From an optimization exercise on the open Yosys and OpenROAD flow, aimed at small area, a short achievable clock period and few clock cycles; shortcuts taken in it are not production practice.
No activity file was given, so power comes from the tool's default toggle rates.

## trial 31
==> flow/design.v <==
`timescale 1ns / 1ps
module knn_distance_cal (
    input             clk,
    input             rst_n,
    input      [63:0] train_data,
    input             train_label,
    input             sample_valid,
    input      [63:0] test_data,
    output     [7:0]  distance_o,
    output            label_o,
    output            valid_o
    );
    reg  [71:0] s1_q;                  
    reg         label_q;
    reg         valid_q;
    reg  [71:0] s1_d;
    integer f, i;
    reg c;
    always @(*) begin
        for (f = 0; f < 8; f = f + 1) begin
            c = 1'b0;
            for (i = 0; i < 8; i = i + 1) begin
                s1_d[f*9+i] = train_data[f*8+i] ^ ~test_data[f*8+i] ^ c;
                c = (train_data[f*8+i] & ~test_data[f*8+i]) |
                    (c & (train_data[f*8+i] | ~test_data[f*8+i]));
            end
            s1_d[f*9+8] = c;
        end
    end
    always @(posedge clk) begin
        s1_q    <= s1_d;
        label_q <= train_label;
        if (!rst_n) valid_q <= 1'b0;
        else        valid_q <= sample_valid;
    end
    reg [71:0] key;
    always @(*)
        for (f = 0; f < 8; f = f + 1)
            key[f*9 +: 9] = {s1_q[f*9 +: 8] ^ {8{~s1_q[f*9+8]}}, s1_q[f*9+8]};
    function gt(input [8:0] a, input [8:0] b);
        integer j; reg g;
        begin
            g = 1'b0;
            for (j = 0; j < 9; j = j + 1)
                g = (a[j] & ~b[j]) | (~(a[j] ^ b[j]) & g);
            gt = g;
        end
    endfunction
    function [8:0] mx(input [8:0] a, input [8:0] b);
        mx = (a > b) ? a : b;
    endfunction
    wire [8:0] m0 = mx(key[0*9 +: 9], key[1*9 +: 9]);
    wire [8:0] m1 = mx(key[2*9 +: 9], key[3*9 +: 9]);
    wire [8:0] m2 = mx(key[4*9 +: 9], key[5*9 +: 9]);
    wire [8:0] m3 = mx(key[6*9 +: 9], key[7*9 +: 9]);
    wire [8:0] kmax = mx(mx(m0, m1), mx(m2, m3));
    wire [7:0] cheb = kmax[8:1] + kmax[0];
    reg [7:0] dist_q;
    reg       label_q2;
    reg       valid_q2;
    always @(posedge clk) begin
        dist_q   <= cheb;
        label_q2 <= label_q;
        if (!rst_n) valid_q2 <= 1'b0;
        else        valid_q2 <= valid_q;
    end
    assign distance_o = dist_q;
    assign label_o    = label_q2;
    assign valid_o    = valid_q2;
endmodule
`timescale 1ns / 1ps
module knn_distance_comporator #(
    parameter K = 5
    )
    (
    input             clk,
    input             rst_n,
    input      [7:0]  distance_i,
    input             label_i,
    input             valid_i,         
    input             clear_i,         
    input             show_i,          
    output reg        valid_o,
    output reg        label_o
    );
    reg [7:0] top_dist  [0:K-1];
    reg       top_label [0:K-1];
    reg [7:0] nxt_dist  [0:K-1];
    reg       nxt_label [0:K-1];
    reg [K-1:0] lt;
    reg [3:0]   sum;
    function lt8(input [7:0] a, input [7:0] b);
        integer j; reg l;
        begin
            l = 1'b0;
            for (j = 0; j < 8; j = j + 1)
                l = (~a[j] & b[j]) | (~(a[j] ^ b[j]) & l);
            lt8 = l;
        end
    endfunction
    integer i;
    always @(*) begin
        for (i = 0; i < K; i = i + 1)
            lt[i] = valid_i && lt8(distance_i, top_dist[i]);
        for (i = 0; i < K; i = i + 1) begin
            if (i > 0 && lt[i > 0 ? i-1 : 0]) begin
                nxt_dist[i]  = top_dist[i > 0 ? i-1 : 0];
                nxt_label[i] = top_label[i > 0 ? i-1 : 0];
            end else if (lt[i]) begin
                nxt_dist[i]  = distance_i;
                nxt_label[i] = label_i;
            end else begin
                nxt_dist[i]  = top_dist[i];
                nxt_label[i] = top_label[i];
            end
        end
        sum = 4'd0;
        for (i = 0; i < K; i = i + 1)
            sum = sum + nxt_label[i];
    end
    always @(posedge clk) begin
        for (i = 0; i < K; i = i + 1) begin
            if (!rst_n || clear_i) begin
                top_dist[i]  <= 8'hff;
                top_label[i] <= 1'b0;
            end else begin
                top_dist[i]  <= nxt_dist[i];
                top_label[i] <= nxt_label[i];
            end
        end
        if (!rst_n) begin
            valid_o <= 1'b0;
            label_o <= 1'b0;
        end else begin
            valid_o <= show_i;
            label_o <= show_i && (sum > (K/2));
        end
    end
endmodule
`timescale 1ns / 1ps
module knn_top #(
    parameter DATA_WIDTH = 8,
    parameter FEATURES   = 8,
    parameter K          = 5
    )(
    input                           clk                 ,
    input                           rst_n               ,
    input [DATA_WIDTH*FEATURES-1:0] train_data          ,
    input                           train_label         ,
    input                           data_valid          ,
    input                           training_done       ,
    input [DATA_WIDTH*FEATURES-1:0] test_data           ,
    output                          predicted_valid_o   ,
    output                          predicted_label_o
    );
    wire [7:0] distance;
    wire       label;
    wire       dvalid;
    reg td1;
    always @(posedge clk) begin
        if (!rst_n) td1 <= 1'b0;
        else        td1 <= training_done;
    end
    knn_distance_cal knn_distance_cal_inst (
        .clk          (clk                          ),
        .rst_n        (rst_n                        ),
        .train_data   (train_data                   ),
        .train_label  (train_label                  ),
        .sample_valid (data_valid & ~training_done  ),
        .test_data    (test_data                    ),
        .distance_o   (distance                     ),
        .label_o      (label                        ),
        .valid_o      (dvalid                       )
    );
    knn_distance_comporator #(
        .K (K)
    ) knn_distance_comparator_inst (
        .clk        (clk                                ),
        .rst_n      (rst_n                              ),
        .distance_i (distance                           ),
        .label_i    (label                              ),
        .valid_i    (dvalid                             ),
        .clear_i    (predicted_valid_o & ~training_done ),
        .show_i     (training_done & td1                ),
        .valid_o    (predicted_valid_o                  ),
        .label_o    (predicted_label_o                  )
    );
endmodule
export LEC_CHECK = 0
export CAP_MARGIN = 20
export CORE_MARGIN = 2
export CORE_UTILIZATION = 40
export SLEW_MARGIN = 20
create_clock -name core_clock -period 21.0 [get_ports {clk}]
standard.sh (not shown) runs the stock make flow with config.mk's settings and CLKGATE_MAP_FILE= SYNTH_SCRIPT=/design/flow/synth_recipe.tcl, a recipe that flattens the netlist after the stock synthesis.
==> flow/flow/run.sh <==
#!/bin/bash
# Standard ORFS layout, with two changes to how it is made (the SDC, the clock
# period and the standard synthesis are the standard flow's, unchanged):
#  - port buffers are sky130_fd_sc_hd__buf_1 instead of the delay buffer that
#    buffer_ports picks by default;
#  - timing repair aims for extra setup slack (SETUP_SLACK_MARGIN), so that the
#    achieved period, not just the 21 ns clock, is what repair works on.
set -euo pipefail
bash standard.sh synth > synth.log 2>&1
bash standard.sh SETUP_SLACK_MARGIN=15 TNS_END_PERCENT=100 \
    BUFFER_PORTS_ARGS="-buffer_cell sky130_fd_sc_hd__buf_1"  finish > layout.log 2>&1
[inputs] build 89 vs trial 31
==> flow/run.sh (new file) <==
#!/bin/bash
# synth_recipe.tcl (not shown) runs the flow's synth.tcl, then flattens the netlist and writes it again
# the make line also repeats each setting of config.mk as NAME=value (left out here)
make -C /OpenROAD-flow-scripts/flow DESIGN_CONFIG=/design/flow/config.mk WORK_HOME=/design/flow/orfs CLKGATE_MAP_FILE= SYNTH_SCRIPT=/design/flow/synth_recipe.tcl finish
removed: flow/flow/run.sh
removed: flow/standard.sh
## What came out
- Post-detailed-route via-to-cell ratio (lower): build 89
- Trial 31 has a higher combinational share of power than build 89.
- Build 89 against trial 31: maximum cell stage delay along the critical path +0.21 ns; via count went down by 382; sum of net half-perimeters after detailed placement +1.6%.
- Minimum clock period: build 89 > trial 31
- Changes observed in build 89 relative to trial 31: leakage power figure went down about 5%, final wirelength down 8.2%.
Function was not checked in any run of this note: the RTL went through the layout flow alone.

========
Another version of the RTL of knn_top (not shown whole).
Size in the first run: about 1,300 cells after synthesis, roughly 140 I/O pins.
Design knn_top, start of the top module:
module knn_top #(
    parameter DATA_WIDTH = 8,
    parameter FEATURES   = 8,
    parameter K          = 5
    )(
    input                           clk                 ,
    input                           rst_n               ,
    input [DATA_WIDTH*FEATURES-1:0] train_data          ,
    input                           train_label         ,
    input                           data_valid          ,
    input                           training_done       ,
    input [DATA_WIDTH*FEATURES-1:0] test_data           ,
    output                          predicted_valid_o   ,
    output                          predicted_label_o
    );
    wire [7:0] distance;
    wire       label;
    wire       dvalid;
    reg td1;
    always @(posedge clk) begin
        if (!rst_n) td1 <= 1'b0;
        else        td1 <= training_done;
    end
    knn_distance_cal knn_distance_cal_inst (
        .clk          (clk                          ),
        .rst_n        (rst_n                        ),
        .train_data   (train_data                   ),
        .train_label  (train_label                  ),
        .sample_valid (data_valid & ~training_done  ),
        .test_data    (test_data                    ),
        .distance_o   (distance                     ),
        .label_o      (label                        ),
        .valid_o      (dvalid                       )
    );
    knn_distance_comporator #(
        .K (K)
    ) knn_distance_comparator_inst (
        .clk        (clk                                ),
        .rst_n      (rst_n                              ),
        .distance_i (distance                           ),
        .label_i    (label                              ),
        .valid_i    (dvalid                             ),
        .clear_i    (predicted_valid_o & ~training_done ),
        .show_i     (training_done & td1                ),
        .valid_o    (predicted_valid_o                  ),
        .label_o    (predicted_label_o                  )
    );
endmodule
export LEC_CHECK = 0
export CAP_MARGIN = 20
export CORE_MARGIN = 2
export CORE_UTILIZATION = 65
export CTS_BUF_LIST = sky130_fd_sc_hd__clkbuf_8
export CTS_CLUSTER_DIAMETER = 80
export CTS_CLUSTER_SIZE = 40
export SLEW_MARGIN = 20
create_clock -name core_clock -period 21.0 [get_ports {clk}]
==> flow/flow/run.sh <==
#!/bin/bash
# Standard ORFS layout, with two changes to how it is made (the SDC, the clock
# period and the standard synthesis are the standard flow's, unchanged):
#  - port buffers are sky130_fd_sc_hd__buf_1 instead of the delay buffer that
#    buffer_ports picks by default;
#  - timing repair aims for extra setup slack (SETUP_SLACK_MARGIN), so that the
#    achieved period, not just the 21 ns clock, is what repair works on.
set -euo pipefail
bash standard.sh synth > synth.log 2>&1
bash standard.sh SETUP_SLACK_MARGIN=16 TNS_END_PERCENT=100 \
    BUFFER_PORTS_ARGS="-buffer_cell sky130_fd_sc_hd__buf_1"  finish > layout.log 2>&1
==> next run, changes <==
CORE_UTILIZATION = 40   (was 65)
CTS_BUF_LIST = not set   (was sky130_fd_sc_hd__clkbuf_8)
CTS_CLUSTER_DIAMETER = not set   (was 80)
CTS_CLUSTER_SIZE = not set   (was 40)
After rerunning: Cell count grows by 8.2%. Non-clock buffer count goes down by 3. Global-route usage went down by 11 points. Via count falls by 8.0%. Core utilization goes down by 33 points. Setup slack gains 0.10 ns. Clock power rises by 25%. Final area climbs by 1.6%. Die area climbs by 60%.
==> next run, changes <==
--- a/flow/flow/run.sh
+++ b/flow/flow/run.sh
@@ -8,4 +8,4 @@
 set -euo pipefail
 bash standard.sh synth > synth.log 2>&1
-bash standard.sh SETUP_SLACK_MARGIN=16 TNS_END_PERCENT=100 \
+bash standard.sh SETUP_SLACK_MARGIN=0 TNS_END_PERCENT=100 \
     BUFFER_PORTS_ARGS="-buffer_cell sky130_fd_sc_hd__buf_1"  finish > layout.log 2>&1
CORE_UTILIZATION = 65   (was 40)
CTS_BUF_LIST = sky130_fd_sc_hd__clkbuf_8   (was not set)
CTS_CLUSTER_DIAMETER = 80   (was not set)
CTS_CLUSTER_SIZE = 40   (was not set)
What happened: Via count fell by a few percent; clock-buffer cell count goes down by 5; register-to-register slack is worse by 0.05 ns; clock power falls by about a fifth; total power came out lower by a little under a tenth; setup slack loses 0.62 ns; fmax came out lower by roughly a tenth; synthesized cell count does not change; wire length drops by about a fifth; global-route usage grows by 7.8 points; combinational power decreases by a little under a tenth.
No run of this note included a check of the RTL's function; only the layout flow was run.

==> static timing again, ports no longer ideal <==
How much do the figures lean on ideal ports? The routed layouts below were timed once more, with nothing changed but the port constraints. Step 1, drivers: a clkbuf_16 drives clk and a buf_2 each remaining input, both assumed. Step 2, shift: input delay + t, output delay - t, t = (earliest + latest rising clock arrival at the registers) / 2. This alone moves slack from input paths to output paths. a / b / c = ideal / step 1 / step 2; a / b = the first two.
run	t (ns)	setup slack, ns	clock arrival spread, ns
trial 31	0.464	14.399 / 14.408 / 13.944	0.013 / 0.014
build 89	0.466	13.206 / 13.206 / 13.206	0.016 / 0.016
the first run of note 2	0.483	15.265 / 15.240 / 14.757	0.012 / 0.012
the second run of note 2	0.460	15.366 / 15.362 / 14.903	0.007 / 0.007
the third run of note 2	0.472	14.745 / 14.758 / 14.286	0.010 / 0.010
After both steps every run listed still meets setup and hold. The setup slack of the first run of note 2, which loses most, moves by -0.025 ns with the drivers and by -0.508 ns with both steps.
